Background: an optimization exercise with open tools, aiming at small area, a short achievable clock period and few clock cycles per item. Do not read the settings as production practice.
Where RTL was checked, it was by simulation tests only, not by an equivalence proof against the original.
For runs 2 and 3, only the layout was checked, not whether the RTL still works.
No activity file was given, so power comes from the tool's default toggle rates.

$ cat flow/design.v
module fpadd (
    clk, reset, start,
    a, b,
    sum,
    done,
    nan
);
    input clk, reset, start;
    input [31:0] a, b;
    output [31:0] sum;
    output done;
    output nan;
    wire        sa = a[31], sb = b[31];
    wire [7:0]  ea = a[30:23], eb = b[30:23];
    wire [22:0] fa = a[22:0], fb = b[22:0];
    wire fa_z = (fa == 23'd0);
    wire fb_z = (fb == 23'd0);
    wire ea_0 = (ea == 8'd0), eb_0 = (eb == 8'd0);
    wire ea_1 = (ea == 8'hff), eb_1 = (eb == 8'hff);
    wire za = ea_0 & fa_z, zb = eb_0 & fb_z;    
    wire ia = ea_1 & fa_z, ib = eb_1 & fb_z;    
    wire na = ea_1 & ~fa_z, nb = eb_1 & ~fb_z;  
    wire is_nan = na | nb;
    wire special = za | zb | ia | ib;
    wire pick_b = za | (~zb & ~ia);
    wire [8:0] dab = {1'b0, ea} - {1'b0, eb};
    wire [7:0] dba = eb - ea;
    wire       e_lt = dab[8];
    wire       e_eq = (ea == eb);
    wire [7:0] d = e_lt ? dba : dab[7:0];
    wire        swap = special ? pick_b : e_lt;
    wire [23:0] mx = swap ? {1'b1, fb} : {1'b1, fa};
    wire [23:0] my = swap ? {1'b1, fa} : {1'b1, fb};
    wire [7:0]  ex = swap ? eb : ea;
    wire        sub = (sa ^ sb) & ~special;
    wire        sx0 = swap ? sb : sa;
    wire kill = special | (d[7:5] != 3'd0);
    wire [23:0] ys = kill ? 24'd0 : (my >> d[4:0]);
    wire [23:0] yo = ys ^ {24{sub}};
    wire [23:0] p = mx ^ yo;
    wire [23:0] g = mx & yo;
    wire        neg = sub & e_eq & (fa < fb);
    wire        sx = sx0 ^ neg;
    wire        cin = sub & ~neg;
    wire [23:0] pn = p ^ {24{neg}};
    wire pg1_g = g[0] | (p[0] & cin);
    wire pg2_g = g[2] | (p[2] & g[1]);
    wire pg2_p = p[2] & p[1];
    wire pg3_g = g[4] | (p[4] & g[3]);
    wire pg3_p = p[4] & p[3];
    wire pg4_g = g[6] | (p[6] & g[5]);
    wire pg4_p = p[6] & p[5];
    wire pg5_g = g[8] | (p[8] & g[7]);
    wire pg5_p = p[8] & p[7];
    wire pg6_g = g[10] | (p[10] & g[9]);
    wire pg6_p = p[10] & p[9];
    wire pg7_g = g[12] | (p[12] & g[11]);
    wire pg7_p = p[12] & p[11];
    wire pg8_g = g[14] | (p[14] & g[13]);
    wire pg8_p = p[14] & p[13];
    wire pg9_g = g[16] | (p[16] & g[15]);
    wire pg9_p = p[16] & p[15];
    wire pg10_g = g[18] | (p[18] & g[17]);
    wire pg10_p = p[18] & p[17];
    wire pg11_g = g[20] | (p[20] & g[19]);
    wire pg11_p = p[20] & p[19];
    wire pg12_g = g[22] | (p[22] & g[21]);
    wire pg12_p = p[22] & p[21];
    wire pg13_g = g[1] | (p[1] & pg1_g);
    wire pg14_g = pg2_g | (pg2_p & pg1_g);
    wire pg15_g = g[5] | (p[5] & pg3_g);
    wire pg15_p = p[5] & pg3_p;
    wire pg16_g = pg4_g | (pg4_p & pg3_g);
    wire pg16_p = pg4_p & pg3_p;
    wire pg17_g = g[9] | (p[9] & pg5_g);
    wire pg17_p = p[9] & pg5_p;
    wire pg18_g = pg6_g | (pg6_p & pg5_g);
    wire pg18_p = pg6_p & pg5_p;
    wire pg19_g = g[13] | (p[13] & pg7_g);
    wire pg19_p = p[13] & pg7_p;
    wire pg20_g = pg8_g | (pg8_p & pg7_g);
    wire pg20_p = pg8_p & pg7_p;
    wire pg21_g = g[17] | (p[17] & pg9_g);
    wire pg21_p = p[17] & pg9_p;
    wire pg22_g = pg10_g | (pg10_p & pg9_g);
    wire pg22_p = pg10_p & pg9_p;
    wire pg23_g = g[21] | (p[21] & pg11_g);
    wire pg23_p = p[21] & pg11_p;
    wire pg24_g = pg12_g | (pg12_p & pg11_g);
    wire pg24_p = pg12_p & pg11_p;
    wire pg25_g = g[3] | (p[3] & pg14_g);
    wire pg26_g = pg3_g | (pg3_p & pg14_g);
    wire pg27_g = pg15_g | (pg15_p & pg14_g);
    wire pg28_g = pg16_g | (pg16_p & pg14_g);
    wire pg29_g = g[11] | (p[11] & pg18_g);
    wire pg29_p = p[11] & pg18_p;
    wire pg30_g = pg7_g | (pg7_p & pg18_g);
    wire pg30_p = pg7_p & pg18_p;
    wire pg31_g = pg19_g | (pg19_p & pg18_g);
    wire pg31_p = pg19_p & pg18_p;
    wire pg32_g = pg20_g | (pg20_p & pg18_g);
    wire pg32_p = pg20_p & pg18_p;
    wire pg33_g = g[19] | (p[19] & pg22_g);
    wire pg33_p = p[19] & pg22_p;
    wire pg34_g = pg11_g | (pg11_p & pg22_g);
    wire pg34_p = pg11_p & pg22_p;
    wire pg35_g = pg23_g | (pg23_p & pg22_g);
    wire pg35_p = pg23_p & pg22_p;
    wire pg36_g = pg24_g | (pg24_p & pg22_g);
    wire pg36_p = pg24_p & pg22_p;
    wire pg37_g = g[7] | (p[7] & pg28_g);
    wire pg38_g = pg5_g | (pg5_p & pg28_g);
    wire pg39_g = pg17_g | (pg17_p & pg28_g);
    wire pg40_g = pg18_g | (pg18_p & pg28_g);
    wire pg41_g = pg29_g | (pg29_p & pg28_g);
    wire pg42_g = pg30_g | (pg30_p & pg28_g);
    wire pg43_g = pg31_g | (pg31_p & pg28_g);
    wire pg44_g = pg32_g | (pg32_p & pg28_g);
    wire pg45_g = g[23] | (p[23] & pg36_g);
    wire pg45_p = p[23] & pg36_p;
    wire pg46_g = g[15] | (p[15] & pg44_g);
    wire pg47_g = pg9_g | (pg9_p & pg44_g);
    wire pg48_g = pg21_g | (pg21_p & pg44_g);
    wire pg49_g = pg22_g | (pg22_p & pg44_g);
    wire pg50_g = pg33_g | (pg33_p & pg44_g);
    wire pg51_g = pg34_g | (pg34_p & pg44_g);
    wire pg52_g = pg35_g | (pg35_p & pg44_g);
    wire pg53_g = pg36_g | (pg36_p & pg44_g);
    wire pg54_g = pg45_g | (pg45_p & pg44_g);
    wire [24:0] c = {pg54_g, pg53_g, pg52_g, pg51_g, pg50_g, pg49_g, pg48_g, pg47_g, pg46_g, pg44_g, pg43_g, pg42_g, pg41_g, pg40_g, pg39_g, pg38_g, pg37_g, pg28_g, pg27_g, pg26_g, pg25_g, pg14_g, pg13_g, pg1_g, cin};
    wire [24:0] r = {c[24] & ~sub, pn ^ c[23:0]};
    reg [24:0] r_q;
    reg [7:0]  e_q;      
    reg        s_q;
    reg        nan_q;
    reg        done_q;
    always @(posedge clk) begin
        if (start) begin
            r_q   <= r;
            e_q   <= ex + 8'd1;
            s_q   <= sx;
            nan_q <= is_nan;
        end
        if (reset)
            done_q <= 1'b0;
        else if (start)
            done_q <= 1'b1;
    end
    reg [4:0] lz;
    integer i;
    always @(*) begin
        lz = 5'd25;
        for (i = 0; i < 25; i = i + 1)
            if (r_q[i]) lz = 5'd24 - i;
    end
    wire [4:0]  k = nan_q ? 5'd24 : lz;
    wire [24:0] rn = r_q << k;
    wire        zero = ~rn[24] | nan_q;
    wire [7:0]  en = e_q - {3'd0, k};
    assign sum  = {{9{~zero}} & {s_q, en}, rn[23:1]};
    assign nan  = nan_q;
    assign done = done_q;
endmodule
$ cat flow/flow/run.sh
#!/bin/bash
# The standard layout (the standard.sh, unchanged synthesis), with
# sky130_fd_sc_hd__buf_1 port buffers; timing repair aims at a setup margin of
# 6 ns up to clock tree synthesis and 5 ns after global routing.
# Each make run's full output goes to its own log in the work folder.
set -euo pipefail
PB='BUFFER_PORTS_ARGS=-buffer_cell sky130_fd_sc_hd__buf_1'
bash standard.sh "$PB" SETUP_SLACK_MARGIN=6  cts > flow_to_cts.log 2>&1
bash standard.sh "$PB" SETUP_SLACK_MARGIN=5  finish > flow_finish.log 2>&1
$ cat flow/standard.sh
#!/bin/bash
# synth_recipe.tcl (not shown) runs the flow's synth.tcl, then flattens the netlist and writes it again
# the make line also repeats each setting of config.mk as NAME=value (left out here)
make -C /OpenROAD-flow-scripts/flow DESIGN_CONFIG=/design/flow/config.mk WORK_HOME=/design/flow/orfs CLKGATE_MAP_FILE= SYNTH_SCRIPT=/design/flow/synth_recipe.tcl "${@:-finish}"
$ cat flow/config.mk
export PLATFORM = sky130hd
export DESIGN_NAME = fpadd
export DESIGN_NICKNAME = fpadd
export VERILOG_FILES = /design/flow/design.v
export SDC_FILE = /design/flow/constraint.sdc
export NUM_CORES = 4
export LEC_CHECK = 0
export ABC_AREA = 1
export CAP_MARGIN = 20
export CORE_MARGIN = 2
export CORE_UTILIZATION = 60
export CTS_BUF_LIST = sky130_fd_sc_hd__clkbuf_4 sky130_fd_sc_hd__clkbuf_8
export SETUP_SLACK_MARGIN = 5
export SLEW_MARGIN = 20
$ cat flow/constraint.sdc
create_clock -name core_clock -period 13.0 [get_ports {clk}]
set_input_delay 2.6000 -clock core_clock [delete_from_list [all_inputs] [get_ports {clk}]]
set_output_delay 2.6000 -clock core_clock [all_outputs]
set_load 0.01 [all_outputs]
==> results of run 1 <==
-- synth_stat cells, types with 16 or more instances --
| library cell | number | share of area |
|---|---|---|
| a21oi_1 | 53 | 0.035 |
| buf_2 | 21 | 0.014 |
| clkbuf_1 | 21 | 0.010 |
| edfxtp_1 | 35 | 0.14 |
| ha_1 | 67 | 0.11 |
| inv_1 | 144 | 0.070 |
| nand2_1 | 345 | 0.17 |
| nand3_1 | 121 | 0.079 |
| nand4_1 | 22 | 0.018 |
| nor2_1 | 89 | 0.044 |
| nor4_1 | 16 | 0.013 |
| o211ai_1 | 26 | 0.025 |
| o21ai_0 | 65 | 0.042 |
| o21ai_1 | 35 | 0.023 |
| xnor2_1 | 17 | 0.019 |
| xor2_1 | 59 | 0.067 |
-- power by group --
part	leakage, uW	switching, uW	total [uW]	internal, uW
clock network	0.0000434	39.2	82.0	42.8
registers	0.000350	26.3	206	179
logic	0.00350	481	741	260
total	0.00389	546	1030	483
-- kinds of logic after synthesis --
group / share of synthesized area
flip-flops: 0.140
AO/OA/AOI/OAI: 0.172
multiplexers: 0.00783
AND/OR/NAND/NOR: 0.366
buffers and inverters: 0.108
adder cells (fa/ha/maj): 0.117
XOR/XNOR: 0.0889
-- state kept, by name, summed over array words and instances, names as in the netlist --
register / count
done_q: 1
r_q: 25
nan_q: 1
s_q: 1
e_q: 8
-- worst max-delay path by stage --
stage / from / to
2_1_floorplan: a[23] / r_q[24]
3_3_place_gp: a[23] / r_q[24]
3_5_place_dp: a[23] / r_q[24]
4_1_cts: a[23] / r_q[24]
5_1_grt: a[23] / r_q[24]
6_report: a[23] / r_q[24]
-- layout make-up --
type | instances | share of cell area
multi-input cells | 1014 | 0.697
flip-flops and latches | 36 | 0.128
inverters | 155 | 0.0700
repair buffers | 114 | 0.0670
well taps | 172 | 0.0257
clock buffers | 6 | 0.00987
clock inverters | 2 | 0.00180
repair inverters | 1 | 0.000598
-- timing repair --
item / 4_1_cts / 5_1_grt
hold buffers: 0 / 0
setup buffers: 4 / 0
setup endpoints to repair: 24 / 0
gates resized for setup: 16 / 0
-- stage by stage --
stage / cells / setup slack, ns
3_5_place_dp: 1484 / 4.87
4_1_cts: 1500 / 6.00
3_3_place_gp: 1484 / 4.98
6_report: 1500 / 5.92
5_1_grt: 1500 / 5.40
2_1_floorplan: 1254 / 6.41
-- tightest hold or removal path: cells and delay by family (launching register included) --
kind / cells / cell delay, ns
flops: 1 / 0.32
simple gates: 2 / 0.14
-- layer usage --
| layer | routed length (um) | track usage |
|---|---|---|
| met3 | 1190 | 0.0396 |
| met1 | 9680 | 0.429 |
| met2 | 9620 | 0.518 |
| met5 | 0 | 0 |
| met4 | 684 | 0.113 |
==> results.json, run 1 <==
{
  "outcome": "finished clean",
  "number_of_antenna_violations_at_the_first_check_in_global_routing": 0,
  "rr_endpoint": "done_q",
  "dp_hpwl_mm": 16.9,
  "cellLeakagePower_uw": 0.00389,
  "final_layout_size_suffix_gt1_frac": 0.0693,
  "timing.critical_path.mode_cell": "nand2_1",
  "drt-vias-per-instance": 5.52,
  "final_min_period_over_clock_period": 0.545,
  "std_cell_rows": 41,
  "maximum_number_of_pins_on_one_net_before_global_route_repair": 47,
  "via_count": 8280,
  "synth_register_bits": 36,
  "cts.sinks": 36,
  "htree_num_levels": 2,
  "cpLargestDelayFamily": "simple AND/OR/NAND/NOR gates",
  "finalHoldViolations": 0,
  "worst-path-max-fanout": 11,
  "clk_path_buf_depth": 2,
  "flow.area_growth_from_synthesis_pct": 9.09,
  "mappedNetlistArea_um2": 7670,
  "rsz_0062_raised_after_global_routing": "no",
  "hold-worst-slack_ns": 0.498,
  "post-layout-total-power_uw": 1030,
  "setup.worst_path.class": "in2reg",
  "synth.distinct_cells": 52,
  "maxSlewHeadroom": 0.400,
  "r2r_setup_slack_ns": 12.43,
  "drv_cap": 0,
  "initial_core_utilization": 0.610,
  "first_pass_grt_wire_length_mm": 34.7,
  "min_period_ns": 7.08,
  "tritoncts.num_buffers": 5,
  "filler_cell_count": 1237,
  "layout_common_cells": "345 x nand2_1, 143 x inv_1, 121 x nand3_1",
  "critical_path_cell_count": 36,
  "finalNetCount": 1464,
  "setup_viol": 0,
  "grtUsageTotal": 0.316,
  "synth_async_sr_flop_share": 0,
  "synth_edf_count": 35,
  "portBuffers": 100,
  "multi_input_comb_area_um2": 5830,
  "io-pin-count": 101,
  "final_antenna_net_count": 0,
  "cp.required_ns": 13.04,
  "cts-root-buf": "clkbuf_8",
  "syn_nets": 1391,
  "max_slew.worst_pin.slew_ns": 0.900,
  "finalWeightedCongestion": 0.975,
  "placed_cell_area_um2": 8080,
  "critPathCaptureType": "register",
  "drt_drc_violations_left": 0,
  "hold_class": "reg2reg",
  "netlist_instances": 1254,
  "clock.fmax_ghz": 0.141,
  "crit_path_max_incr_delay_ns": 0.41,
  "cp.arrival_ns": 7.12,
  "worst_hold_path.num_cells": 2,
  "finalSetupTns_ns": 0,
  "diodes": 0,
  "seq_area_um2": 1070,
  "clock_skew_ns": 0,
  "drt-total-wl_mm": 21.2,
  "die-height_um": 117,
  "holdPathEnd": "done_q",
  "cp_startpoint_kind": "primary input",
  "worst-path-buf-inv": 5,
  "hold_path_startpoint": "done_q",
  "p_per_area_nw_per_um2": 123,
  "drtIter0Drc": 637,
  "dieArea_um2": 13700,
  "synth-seq-area-share": 0.140,
  "die_width_um": 117,
  "postLayoutCellArea_um2": 8360,
  "yosysWarningCount": 1,
  "overflow": 0,
  "final-max-slew-violation-count": 0,
  "syn-mean-instance-area_um2": 6.11,
  "wl_per_cell_um": 14.1,
  "postSynth.topFlopCell": "edfxtp_1",
  "path_clk_slew_ns": 0.07,
  "first_pass_iters": 6,
  "fp.coreArea_um2": 12600,
  "grt_pass1_vias": 7232,
  "clock_insertion_delay_worst_skew_ns": 0.29,
  "tritoncts_clock_tree": "yes",
  "mostFrequentLayoutCell": "nand2_1",
  "rr_worst_depth": 2,
  "crit_path_top_delay_cell": "fa_1",
  "r2r_start": "done_q",
  "irDropWorstVdd_mv": 0.0449,
  "final_core_util": 0.666
}
Testbench counts, summed over its fixed seeds: cycles 48,000, items 24,000.
==> run 2, diff against run 1 <==
--- a/flow/design.v
+++ b/flow/design.v
@@ -38,10 +38,10 @@
     wire [23:0] ys = kill ? 24'd0 : (my >> d[4:0]);
-    wire [23:0] yo = ys ^ {24{sub}};
-    wire [23:0] p = mx ^ yo;
-    wire [23:0] g = mx & yo;
     wire        neg = sub & e_eq & (fa < fb);
     wire        sx = sx0 ^ neg;
-    wire        cin = sub & ~neg;
-    wire [23:0] pn = p ^ {24{neg}};
-    wire pg1_g = g[0] | (p[0] & cin);
+    wire        cpl = sub & ~neg;
+    wire [23:0] xi = mx ^ {24{sub}};
+    wire [23:0] p = xi ^ ys;
+    wire [23:0] g = xi & ys;
+    wire [23:0] pn = p ^ {24{cpl}};
+    wire pg1_g = g[0] | (p[0] & neg);
     wire pg2_g = g[2] | (p[2] & g[1]);
@@ -129,3 +129,3 @@
     wire pg54_g = pg45_g | (pg45_p & pg44_g);
-    wire [24:0] c = {pg54_g, pg53_g, pg52_g, pg51_g, pg50_g, pg49_g, pg48_g, pg47_g, pg46_g, pg44_g, pg43_g, pg42_g, pg41_g, pg40_g, pg39_g, pg38_g, pg37_g, pg28_g, pg27_g, pg26_g, pg25_g, pg14_g, pg13_g, pg1_g, cin};
+    wire [24:0] c = {pg54_g, pg53_g, pg52_g, pg51_g, pg50_g, pg49_g, pg48_g, pg47_g, pg46_g, pg44_g, pg43_g, pg42_g, pg41_g, pg40_g, pg39_g, pg38_g, pg37_g, pg28_g, pg27_g, pg26_g, pg25_g, pg14_g, pg13_g, pg1_g, neg};
     wire [24:0] r = {c[24] & ~sub, pn ^ c[23:0]};
==> flow/flow/run.sh (replaced) <==
#!/bin/bash
# Standard layout with extra ORFS settings: BUFFER_PORTS_ARGS="-buffer_cell sky130_fd_sc_hd__buf_1"
set -euo pipefail
bash standard.sh BUFFER_PORTS_ARGS="-buffer_cell sky130_fd_sc_hd__buf_1" finish > standard_flow.log 2>&1
--- a/flow/config.mk
+++ b/flow/config.mk
@@ -11,3 +11,2 @@
 export CORE_UTILIZATION = 60
-export CTS_BUF_LIST = sky130_fd_sc_hd__clkbuf_4 sky130_fd_sc_hd__clkbuf_8
 export SETUP_SLACK_MARGIN = 5
==> results.json, run 2 <==
{
  "top_register": "r_q",
  "die_width_um": 118,
  "hold_class": "reg2reg",
  "path_clk_slew_ns": 0.05,
  "maxSlewHeadroom": 0.404,
  "finalSetupTns_ns": 0,
  "filler_cell_count": 1292,
  "cp_startpoint_kind": "primary input",
  "clock.fmax_ghz": 0.136,
  "syn-mean-instance-area_um2": 6.14,
  "clock_skew_ns": 0,
  "cts.sinks": 36,
  "yosys_top_cell_area_share": 0.165,
  "setup.worst_path.class": "in2reg",
  "final-max-slew-violation-count": 0,
  "grt_pass1_vias": 7302,
  "io-pin-count": 101,
  "netlist_instances": 1278,
  "outcome": "finished clean",
  "std_cell_rows": 41,
  "grtUsageTotal": 0.299,
  "finalWeightedCongestion": 0.965,
  "clk_path_buf_depth": 2,
  "synth_async_sr_flop_share": 0,
  "final_antenna_net_count": 0,
  "synth_area_leaders": "nand2_1 16%, edfxtp_1 13%, ha_1 11%",
  "worst-path-buf-inv": 2,
  "via_count": 8278,
  "synth.largest_area_cell": "nand2_1",
  "final_layout_size_suffix_gt1_frac": 0.0661,
  "worst-path-max-fanout": 108,
  "dp_hpwl_mm": 17.5,
  "cellLeakagePower_uw": 0.00417,
  "synth_register_bits": 36,
  "top_regs": "r_q x25, e_q x8",
  "overflow": 0,
  "post-layout-total-power_uw": 990,
  "diodes": 0,
  "cp.required_ns": 13.04,
  "mostFrequentLayoutCell": "nand2_1",
  "tritoncts_clock_tree": "yes",
  "yosysWarningCount": 1,
  "initial_core_utilization": 0.617,
  "crit_path_top_delay_cell": "nor3_1",
  "finalHoldViolations": 0,
  "maximum_number_of_pins_on_one_net_before_global_route_repair": 109,
  "wl_per_cell_um": 14.0,
  "irDropWorstVdd_mv": 0.0594,
  "final_core_util": 0.659,
  "rsz_0062_raised_after_global_routing": "no",
  "htree_num_levels": 2,
  "layout_common_cells": "345 x nand2_1, 150 x inv_1, 107 x nor2_1",
  "final_min_period_over_clock_period": 0.567,
  "postLayoutCellArea_um2": 8390,
  "dieArea_um2": 14000,
  "finalNetCount": 1484,
  "clock_insertion_delay_worst_skew_ns": 0.28,
  "die-height_um": 118,
  "max_slew.worst_pin.slew_ns": 0.890,
  "drt_drc_violations_left": 0,
  "first_pass_iters": 6,
  "post-synth-top-count-cell": "nand2_1",
  "placed_cell_area_um2": 8220,
  "synth.distinct_cells": 60,
  "crit_path_max_incr_delay_ns": 0.48,
  "fp.coreArea_um2": 12700,
  "synth-seq-area-share": 0.136,
  "postSynth.topFlopCell": "edfxtp_1",
  "r2r_setup_slack_ns": 12.44,
  "drt-total-wl_mm": 21.2,
  "cpLargestDelayFamily": "simple AND/OR/NAND/NOR gates",
  "setup_viol": 0,
  "drv_cap": 0,
  "min_period_ns": 7.37,
  "critPathCaptureType": "register",
  "drt-vias-per-instance": 5.45,
  "synth_edf_count": 35,
  "tritoncts.num_buffers": 5,
  "flow.area_growth_from_synthesis_pct": 6.80,
  "p_per_area_nw_per_um2": 118,
  "cp.arrival_ns": 7.41,
  "first_pass_grt_wire_length_mm": 34.7,
  "mappedNetlistArea_um2": 7850,
  "synth_commonest_cells": "345 x nand2_1, 150 x inv_1, 107 x nor2_1",
  "number_of_antenna_violations_at_the_first_check_in_global_routing": 0,
  "largest_register_ff_count": 25,
  "cts-root-buf": "clkbuf_16",
  "drtIter0Drc": 696,
  "syn_nets": 1416,
  "portBuffers": 100
}
## run 2: final timing paths
path,from,cells past startpoint,endpoint
hold reg to reg,done_q,2,done_q
setup reg to reg,done_q,2,done_q
hold / removal,done_q,2,done_q
setup / recovery,a[26],27,r_q[18]
## run 2: cell type report
cell class	instances	area, um^2	area share
Timing Repair Buffer	110	452	0.0539
Inverter	171	642	0.0765
Multi-Input combinational cell	1022	5870	0.700
Clock buffer	5	125	0.0149
Clock inverter	2	12.5	0.00149
Sequential cell	36	1070	0.128
Tap cell	172	215	0.0257
## run 2: where the power goes
group | switching [uW] | total [uW] | internal [uW]
registers | 29.2 | 203 | 174
clock network | 45.6 | 115 | 69.4
logic | 442 | 672 | 231
## run 2: timing repair
action	in CTS	in global routing
setup endpoints to repair	0	12
endpoints found under the hold margin	0	0
buffers inserted	0	3
hold buffers	0	0
gates resized for setup	0	1
## run 2: cells by family (layout without fill, tap and decap cells)
family | count (synthesis) | in the layout | share of synthesized area
multiplexers | 14 | 14 | 0.0188
flip-flops | 36 | 36 | 0.136
XOR/XNOR | 79 | 79 | 0.0891
buffers and inverters | 220 | 288 | 0.119
AND/OR/NAND/NOR | 627 | 627 | 0.350
AO/OA/AOI/OAI | 231 | 231 | 0.171
adder cells (fa/ha/maj) | 71 | 71 | 0.116
## run 2: metrics by stage
| step | hold WS, ns | setup WS, ns | std cells |
|---|---|---|---|
| floorplan | 0.503 | 6.30 | 1278 |
| global placement | 0.448 | 5.21 | 1508 |
| detailed placement | 0.461 | 5.08 | 1508 |
| CTS | 0.473 | 5.38 | 1515 |
| global route | 0.535 | 5.09 | 1518 |
| finish | 0.466 | 5.63 | 1518 |
## run 2: tightest hold or removal path: stages, from the launching register on
cell and delay, ns:
dfxtp_1 0.32, nor2_1 0.05, nor2_1 0.06
## run 2: per-layer routing
metal	global-route usage	wire (um)
met1	0.410	9830
met2	0.490	9720
met3	0.0381	1170
met4	0.0915	511
met5	0	0
==> run 3, diff against run 2 <==
--- a/flow/design.v
+++ b/flow/design.v
@@ -148,2 +148,4 @@
     end
+    wire [24:0] m = r_q;
+    wire        s_o = s_q;
     reg [4:0] lz;
@@ -153,9 +155,9 @@
         for (i = 0; i < 25; i = i + 1)
-            if (r_q[i]) lz = 5'd24 - i;
+            if (m[i]) lz = 5'd24 - i;
     end
     wire [4:0]  k = nan_q ? 5'd24 : lz;
-    wire [24:0] rn = r_q << k;
+    wire [24:0] rn = m << k;
     wire        zero = ~rn[24] | nan_q;
     wire [7:0]  en = e_q - {3'd0, k};
-    assign sum  = {{9{~zero}} & {s_q, en}, rn[23:1]};
+    assign sum  = {{9{~zero}} & {s_o, en}, rn[23:1]};
     assign nan  = nan_q;
==> flow/flow/run.sh (replaced) <==
#!/bin/bash
# The standard layout (the standard.sh, unchanged synthesis), with
# sky130_fd_sc_hd__buf_1 port buffers; timing repair aims at a setup margin of
# 6.5 ns up to clock tree synthesis and 5 ns after global routing.
# Each make run's full output goes to its own log in the work folder.
set -euo pipefail
PB='BUFFER_PORTS_ARGS=-buffer_cell sky130_fd_sc_hd__buf_1'
bash standard.sh "$PB" SETUP_SLACK_MARGIN=6.5  cts > flow_to_cts.log 2>&1
bash standard.sh "$PB" SETUP_SLACK_MARGIN=5  finish > flow_finish.log 2>&1
--- a/flow/config.mk
+++ b/flow/config.mk
@@ -10,3 +10,4 @@
 export CORE_MARGIN = 2
-export CORE_UTILIZATION = 60
+export CORE_UTILIZATION = 65
+export CTS_BUF_LIST = sky130_fd_sc_hd__clkbuf_4 sky130_fd_sc_hd__clkbuf_8
 export SETUP_SLACK_MARGIN = 5
==> results.json, run 3 <==
{
  "outcome": "finished clean",
  "min_period_ns": 6.66,
  "yosys.area_share.adder": 0.116,
  "mappedNetlistArea_um2": 7850,
  "syn-mean-instance-area_um2": 6.14,
  "layout_common_cells": "341 x nand2_1, 146 x inv_1, 103 x nand3_1",
  "max_slew.worst_pin.slew_ns": 0.897,
  "final_min_period_over_clock_period": 0.512,
  "crit_path_max_incr_delay_ns": 0.53,
  "largest_register_ff_count": 25,
  "drv_cap": 0,
  "tritoncts_clock_tree": "yes",
  "share_seq_of_total_power": 0.199,
  "rsz_0062_raised_after_global_routing": "no",
  "top_regs": "r_q x25, e_q x8",
  "synth_edf_count": 35,
  "p_per_area_nw_per_um2": 115,
  "grtUsageTotal": 0.342,
  "first_pass_grt_wire_length_mm": 36.1,
  "tritoncts.num_buffers": 5,
  "die_width_um": 114,
  "clock_insertion_delay_worst_skew_ns": 0.30,
  "portBuffers": 100,
  "hold_class": "reg2reg",
  "synth_area_in_compound_gates": 0.171,
  "drt-vias-per-instance": 5.76,
  "r2r_setup_slack_ns": 12.44,
  "maximum_number_of_pins_on_one_net_before_global_route_repair": 55,
  "hold_path_startpoint": "done_q",
  "synth_simple_gate_area_share": 0.350,
  "first_pass_iters": 6,
  "top_register": "r_q",
  "flow.area_growth_from_synthesis_pct": 12.1,
  "drtIter0Drc": 999,
  "path_clk_slew_ns": 0.08,
  "io-pin-count": 101,
  "rr_endpoint": "done_q",
  "synth_register_bits": 36,
  "initial_core_utilization": 0.659,
  "power_share_of_the_clock_group": 0.072,
  "wl_met1_mm": 9.69,
  "finalSetupTns_ns": 0,
  "synth.largest_area_cell": "nand2_1",
  "dieArea_um2": 13000,
  "number_of_antenna_violations_at_the_first_check_in_global_routing": 0,
  "fp.coreArea_um2": 11900,
  "diodes": 0,
  "finalWeightedCongestion": 0.971,
  "std_cell_rows": 40,
  "synthMuxAreaShare": 0.0188,
  "syn_nets": 1416,
  "netlist_instances": 1278,
  "r2r_start": "done_q",
  "cp_startpoint_kind": "primary input",
  "final_antenna_net_count": 0,
  "synthXorXnorAreaFrac": 0.0891,
  "mostFrequentLayoutCell": "nand2_1",
  "cellLeakagePower_uw": 0.00431,
  "drt_drc_violations_left": 0,
  "switching_power_uw": 537,
  "maxSlewHeadroom": 0.400,
  "post-layout-total-power_uw": 1010,
  "cp.required_ns": 13.05,
  "postSynth.topFlopCell": "edfxtp_1",
  "synth_commonest_cells": "345 x nand2_1, 150 x inv_1, 107 x nor2_1",
  "worst_hold_path.num_cells": 2,
  "post-synth-top-count-cell": "nand2_1",
  "grt_pass1_vias": 7617,
  "synth_top_family_by_area": "simple AND/OR/NAND/NOR gates",
  "cts.sinks": 36,
  "critPathCaptureType": "register",
  "final-max-slew-violation-count": 0,
  "cp.arrival_ns": 6.71,
  "synth.distinct_cells": 60,
  "highest-signal-layer": "met4",
  "wl_per_cell_um": 14.7,
  "via_count": 8740,
  "power.switching_fraction": 0.532,
  "overflow": 0,
  "finalNetCount": 1509,
  "synth_async_sr_flop_share": 0,
  "clock.fmax_ghz": 0.150,
  "met2WireLength_mm": 10.5,
  "finalHoldViolations": 0,
  "die-height_um": 114,
  "rr_worst_depth": 2,
  "setup.worst_path.class": "in2reg",
  "setup_viol": 0,
  "final_layout_size_suffix_gt1_frac": 0.116,
  "crit_path_top_delay_cell": "o311ai_4",
  "yosysWarningCount": 1,
  "holdPathEnd": "done_q",
  "clock_skew_ns": 0,
  "dp_hpwl_mm": 17.2,
  "htree_num_levels": 2,
  "yosys_top_cell_area_share": 0.165,
  "drt-total-wl_mm": 22.3,
  "irDropWorstVdd_mv": 0.0509,
  "clk_path_buf_depth": 2,
  "met3_wirelength_mm": 1.32,
  "synth_area_leaders": "nand2_1 16%, edfxtp_1 13%, ha_1 11%",
  "internal-power_uw": 473,
  "comb_power_share": 0.729,
  "cts-root-buf": "clkbuf_8",
  "timing.critical_path.mode_cell": "nand2_1",
  "synth-seq-area-share": 0.136,
  "worst-path-max-fanout": 27
}
[run 3: power by group through the flow]
stage | Clock, uW | Sequential [uW] | Combinational, uW
floorplan | 0 | 192 | 527
global placement | 0 | 203 | 653
detailed placement | 0 | 203 | 659
CTS | 73.9 | 201 | 721
global route | 77.9 | 204 | 818
finish | 73.0 | 201 | 736
[run 3: per-layer routing]
| layer | global-route usage | up-vias |
|---|---|---|
| met3 | 0.0335 | 61 |
| met4 | 0.149 | 0 |
| li1 | - | 4397 |
| met2 | 0.575 | 346 |
| met5 | 0 | - |
| met1 | 0.449 | 3936 |
[run 3: worst max-delay path, delay by kind of cell]
kind,cells,cell delay (ns)
compound gates,9,1.68
fa+ha+maj,2,0.60
buf+inv,6,0.76
simple gates,13,1.06
[run 3: how the worst max path moves through the flow]
stage / start / endpoint / slack [ns]
floorplan: a[23] / r_q[24] / 6.52
global placement: a[23] / r_q[23] / 5.42
detailed placement: a[23] / r_q[23] / 5.30
CTS: a[23] / r_q[13] / 6.50
global route: b[27] / r_q[17] / 6.03
finish: b[27] / r_q[17] / 6.34
[run 3: stage by stage]
step / std cells / cell area (um^2) / util / hold WS, ns / setup WS, ns
5_1_grt: 1518 / 8800 / 0.739 / 0.545 / 6.03
4_1_cts: 1518 / 8800 / 0.739 / 0.480 / 6.50
6_report: 1518 / 8800 / 0.739 / 0.475 / 6.34
3_3_place_gp: 1483 / 8200 / 0.688 / 0.451 / 5.42
3_5_place_dp: 1483 / 8200 / 0.688 / 0.463 / 5.30
2_1_floorplan: 1278 / 7870 / - / 0.503 / 6.52
[run 3: logic make-up after synthesis]
| kind of cell | count (synthesis) |
|---|---|
| and+or+nand+nor | 627 |
| xor gates and xnor gates | 79 |
| adders and majority gates | 71 |
| AOI/OAI and AO/OA | 231 |
| buffers and inverters | 220 |
| muxes | 14 |
| DFF | 36 |
[run 3: cell type report]
cell class                      instances  area [um^2]
Clock buffer                            5         68.8
Clock inverter                          2         7.51
Tap cell                              147          184
Timing Repair inverter                  4         25.0
Timing Repair Buffer                  128          672
Sequential cell                        36         1070
Multi-Input combinational cell       1025         6120
Inverter                              171          654
Fill cell                            1065         3110
[run 3: what timing repair did]
action	4_1_cts	5_1_grt
setup buffers	20	0
hold buffers	0	0
gates resized for setup	65	0
endpoints found under the setup margin	28	0

## re-timing with driven ports
The results above use ideal ports. As a check the final layouts listed here were re-extracted and re-timed, cells and wires unchanged.
Step 1 sets driving cells, clkbuf_16 on the clock port and buf_2 on the other inputs (assumed; they add their load-dependent delay and slew).
Step 2 times the ports against the registers' clock, not the clock port: input delays grow and output delays shrink by t, the midpoint of the rising clock arrivals with the driver on.
Slacks: no drivers / after step 1 / after step 2; pairs: no drivers / after step 1.
| run | t, ns | setup slack, ns | worst setup path after step 2 | pins driven straight from the clock port |
|---|---|---|---|---|
| run 1 | 0.316 | 5.918 / 5.923 / 5.607 | input to register | 1 |
| run 2 | 0.320 | 5.631 / 5.646 / 5.326 | input to register | 1 |
| run 3 | 0.325 | 6.341 / 6.352 / 6.027 | input to register | 1 |
After both steps every run listed still meets setup and hold. For run 3, which loses most, drivers alone change the setup slack by +0.011 ns; drivers and shift together by -0.314 ns.
